Background: an optimization exercise with open tools, aiming at small area. Do not read the settings as production practice.
In this exercise RTL edits were held to simulation tests only and were not proved equivalent to the original.
Power and IR drop assume default switching activity.

Setup of build 27:
// vlt
module vlt (
    input clock
  , input reset
  , input important
  , input [8:0] opcode
  , input [9:0] start_ts
  , input [9:0] end_ts
  , input [11:0] prev_vbits
  , output [3:0] iq_shift1
  , output [3:0] iq_shift2
  , output iq_shift1_v
  , output iq_shift2_v
  , output [17:0] iq_vbits
  , output [3:0] rob_shift1
  , output [3:0] rob_shift2
  , output rob_shift1_v
  , output rob_shift2_v
  , output [17:0] rob_vbits
  , output [3:0] lq_shift1
  , output [3:0] lq_shift2
  , output lq_shift1_v
  , output lq_shift2_v
  , output [17:0] lq_vbits
  , output [3:0] sq_shift1
  , output [3:0] sq_shift2
  , output sq_shift1_v
  , output sq_shift2_v
  , output [17:0] sq_vbits
  , output [3:0] instbuff_shift1
  , output [3:0] instbuff_shift2
  , output instbuff_shift1_v
  , output instbuff_shift2_v
  , output [17:0] instbuff_vbits
  , input [11:0] total_qvbits0
  , input [11:0] total_qvbits1
  , input [11:0] total_qvbits2
  , input [11:0] total_qvbits3
  , input [9:0] rf_vbits_adj
  , input rf_vbits_adj_mode
  , input [11:0] total_sq_vbits
  , input [31:0] rf_live_vector
  , input [31:0] rf_kill_vector
  , output [19:0] total_svf
  , output [9:0] counter_iq
  , output [9:0] counter_rob
  , output [9:0] counter_lq
  , output [9:0] counter_sq
  , output [9:0] counter_instbuff
  );
Settings: LEC_CHECK=0, ABC_AREA=1, CAP_MARGIN=20, CORE_MARGIN=2, CORE_UTILIZATION=40, CTS_BUF_LIST=sky130_fd_sc_hd__clkbuf_8, PLACE_DENSITY=0.6, SLEW_MARGIN=20, SYNTH_HIERARCHICAL=1, SYNTH_MINIMUM_KEEP_SIZE=0; clock period 9.0 ns.
standard.sh (not shown) runs the stock make flow with config.mk's settings and CLKGATE_MAP_FILE= SYNTH_SCRIPT=/design/flow/synth_recipe.tcl, a recipe that flattens the netlist after the stock synthesis.
==> flow/flow/run.sh <==
#!/bin/bash
# Own layout flow: the standard synthesis (standard.sh, unchanged), then the
# combinational cells between the standard synthesis's registers and adder cells are
# re-mapped by ABC for area (remap.tcl), then the standard layout steps.
# Port buffers use sky130_fd_sc_hd__buf_1.
# Logs: synth.log (standard synthesis), remap.log (yosys/ABC re-map), standard.log (the
# layout steps); each ORFS step also keeps its own log under orfs/logs/.
set -euo pipefail
HERE=$(pwd)
R=$HERE/orfs/results/sky130hd/vlt/base
export BUFFER_PORTS_ARGS="-buffer_cell sky130_fd_sc_hd__buf_1"
bash standard.sh $R/1_2_yosys.v > synth.log 2>&1
cp $R/1_2_yosys.v std_1_2_yosys.v
YOSYS=$FLOW_HOME/../tools/install/yosys/bin/yosys
[ -x "$YOSYS" ] || YOSYS=yosys
LIB=$FLOW_HOME/platforms/sky130hd/lib/sky130_fd_sc_hd__tt_025C_1v80.lib
DU=$(grep -o -- "-dont_use [^ ]*" $HERE/orfs/logs/sky130hd/vlt/base/1_2_yosys.log | sort -u | tr '\n' ' ')
printf 'strash\ndch -f\nmap -a\namap\ntopo\nbuffer -c\nupsize -c\ndnsize -c\n' > area.abc
cat > remap.ys <<Y
read_liberty -ignore_miss_func $LIB
read_verilog std_1_2_yosys.v
hierarchy -top $FLOW_TOP
select -module $FLOW_TOP -list
Y
KEEP=$(grep -o "sky130_fd_sc_hd__[a-z0-9_]*" std_1_2_yosys.v | sort -u | grep -E "__(fa|ha|df|sdf|edf|dl|conb)" | tr '\n' ' ')
cat > remap.ys <<Y
read_liberty -ignore_miss_func $LIB
read_verilog std_1_2_yosys.v
hierarchy -top $FLOW_TOP
setattr -mod -set keep_hierarchy 1 $KEEP
flatten
blackbox $KEEP
delete t:\$scopeinfo
opt_clean -purge
tee -o remap_before.txt stat -liberty $LIB
abc -script area.abc -liberty $LIB $DU -constr $HERE/orfs/objects/sky130hd/vlt/base/abc.constr -D 9000
opt_clean -purge
splitnets
opt_clean -purge
hilomap -singleton -hicell sky130_fd_sc_hd__conb_1 HI -locell sky130_fd_sc_hd__conb_1 LO
insbuf -buf sky130_fd_sc_hd__buf_4 A X
opt_clean -purge
tee -o remap_after.txt stat -liberty $LIB
write_verilog -noattr -nohex -nodec -noexpr remap_1_2_yosys.v
Y
$YOSYS -l remap.log -q remap.ys > /dev/null 2>&1
grep -q "^module $FLOW_TOP" remap_1_2_yosys.v
cp remap_1_2_yosys.v $R/1_2_yosys.v
touch $R/1_2_yosys.v
bash standard.sh > standard.log 2>&1
Build 27 went all the way through the flow, and no timing, DRC or antenna check failed.
> inputs changed (build 27 -> build 13)
Settings: clearing CTS_BUF_LIST, which used to be sky130_fd_sc_hd__clkbuf_8; swapping 40 for 55 in CORE_UTILIZATION; swapping 0.6 for 0.7 in PLACE_DENSITY.
Notes after the runs:
- Build 13 ends up with higher clock power than build 27 does.
- Minimum clock period in build 13 is 0.032 ns above build 27.
- Compared with build 27, build 13 shows a portion of the clock cycle consumed by the worst path in the final layout that is 0.35 points higher.
Here is what was changed in the inputs of build 86 compared with build 13.
Settings: swapping 0.7 for 0.6 in PLACE_DENSITY; putting CTS_CLUSTER_SIZE at 25 where nothing was set; swapping 55 for 40 in CORE_UTILIZATION.
### Flow results
Build 86 vs build 13 on actual transition at the worst max-transition pin: build 86 is the higher one.
| worst slew margin relative to its limit | lower: build 86 |
Across both runs, share of final-layout standard cells stronger than drive strength 1 was lower for build 86 than for build 13.
From build 13 to build 86 the numbers moved as follows: final area went up 0.84%; number of buffer and inverter instances along the worst setup path up 3.
--- input diff build 86..build 85 ---
Settings: a deleted CTS_CLUSTER_SIZE that had been 25.
--- outcome ---
From build 86 to build 85, shortest period the worst path allows did not move at all.
As far as critical path depth goes, build 85 and build 86 are indistinguishable; the numbers are identical.
As far as final period utilization goes, build 85 and build 86 are indistinguishable; the numbers are identical.
Re share of layout cells above drive strength 1: no difference whatsoever between build 86 and build 85.
Build 86 → build 85: sequential group share of total power barely changed, number of iterations in the first detailed-routing pass ~0 delta, number of antenna cells inserted has remained practically unchanged.
Build 86 -> build 85: row count delta 0, exact match

==> re-timing with driven ports <==
The results above use ideal ports. As a check the final layouts listed here were re-extracted and re-timed, cells and wires unchanged. Step 1 (the two cells are an assumption about what drives the block):
set clk [get_ports {clock}]
set_driving_cell -lib_cell sky130_fd_sc_hd__clkbuf_16 $clk
set_driving_cell -lib_cell sky130_fd_sc_hd__buf_2 [delete_from_list [all_inputs] $clk]
Step 2 adds t to the input delays and takes it off the output delays; t is the mean of the earliest and latest rising clock arrival at the registers after step 1. Input paths then give back, and output paths get back, about the clock's delay inside the block. a / b / c = ideal ports / drivers / drivers and shift; a / b = the first two.
| run | shift t [ns] | slack for setup (ns) | worst setup path at the end | worst slew at a driven data input, ns |
|---|---|---|---|---|
| build 27 | 0.418 | 0.259 / 0.236 / -0.139 | input to register | 0.07 |
| build 13 | 0.398 | 0.227 / 0.223 / -0.145 | input to register | 0.11 |
| build 86 | 0.396 | 0.204 / 0.159 / -0.127 | input to register | 0.08 |
| build 85 | 0.396 | 0.204 / 0.159 / -0.127 | input to register | 0.08 |
Met with ideal ports but missed after step 2: setup timing in every run listed. For build 27, which loses most, drivers alone change the setup slack by -0.023 ns; drivers and shift together by -0.398 ns.
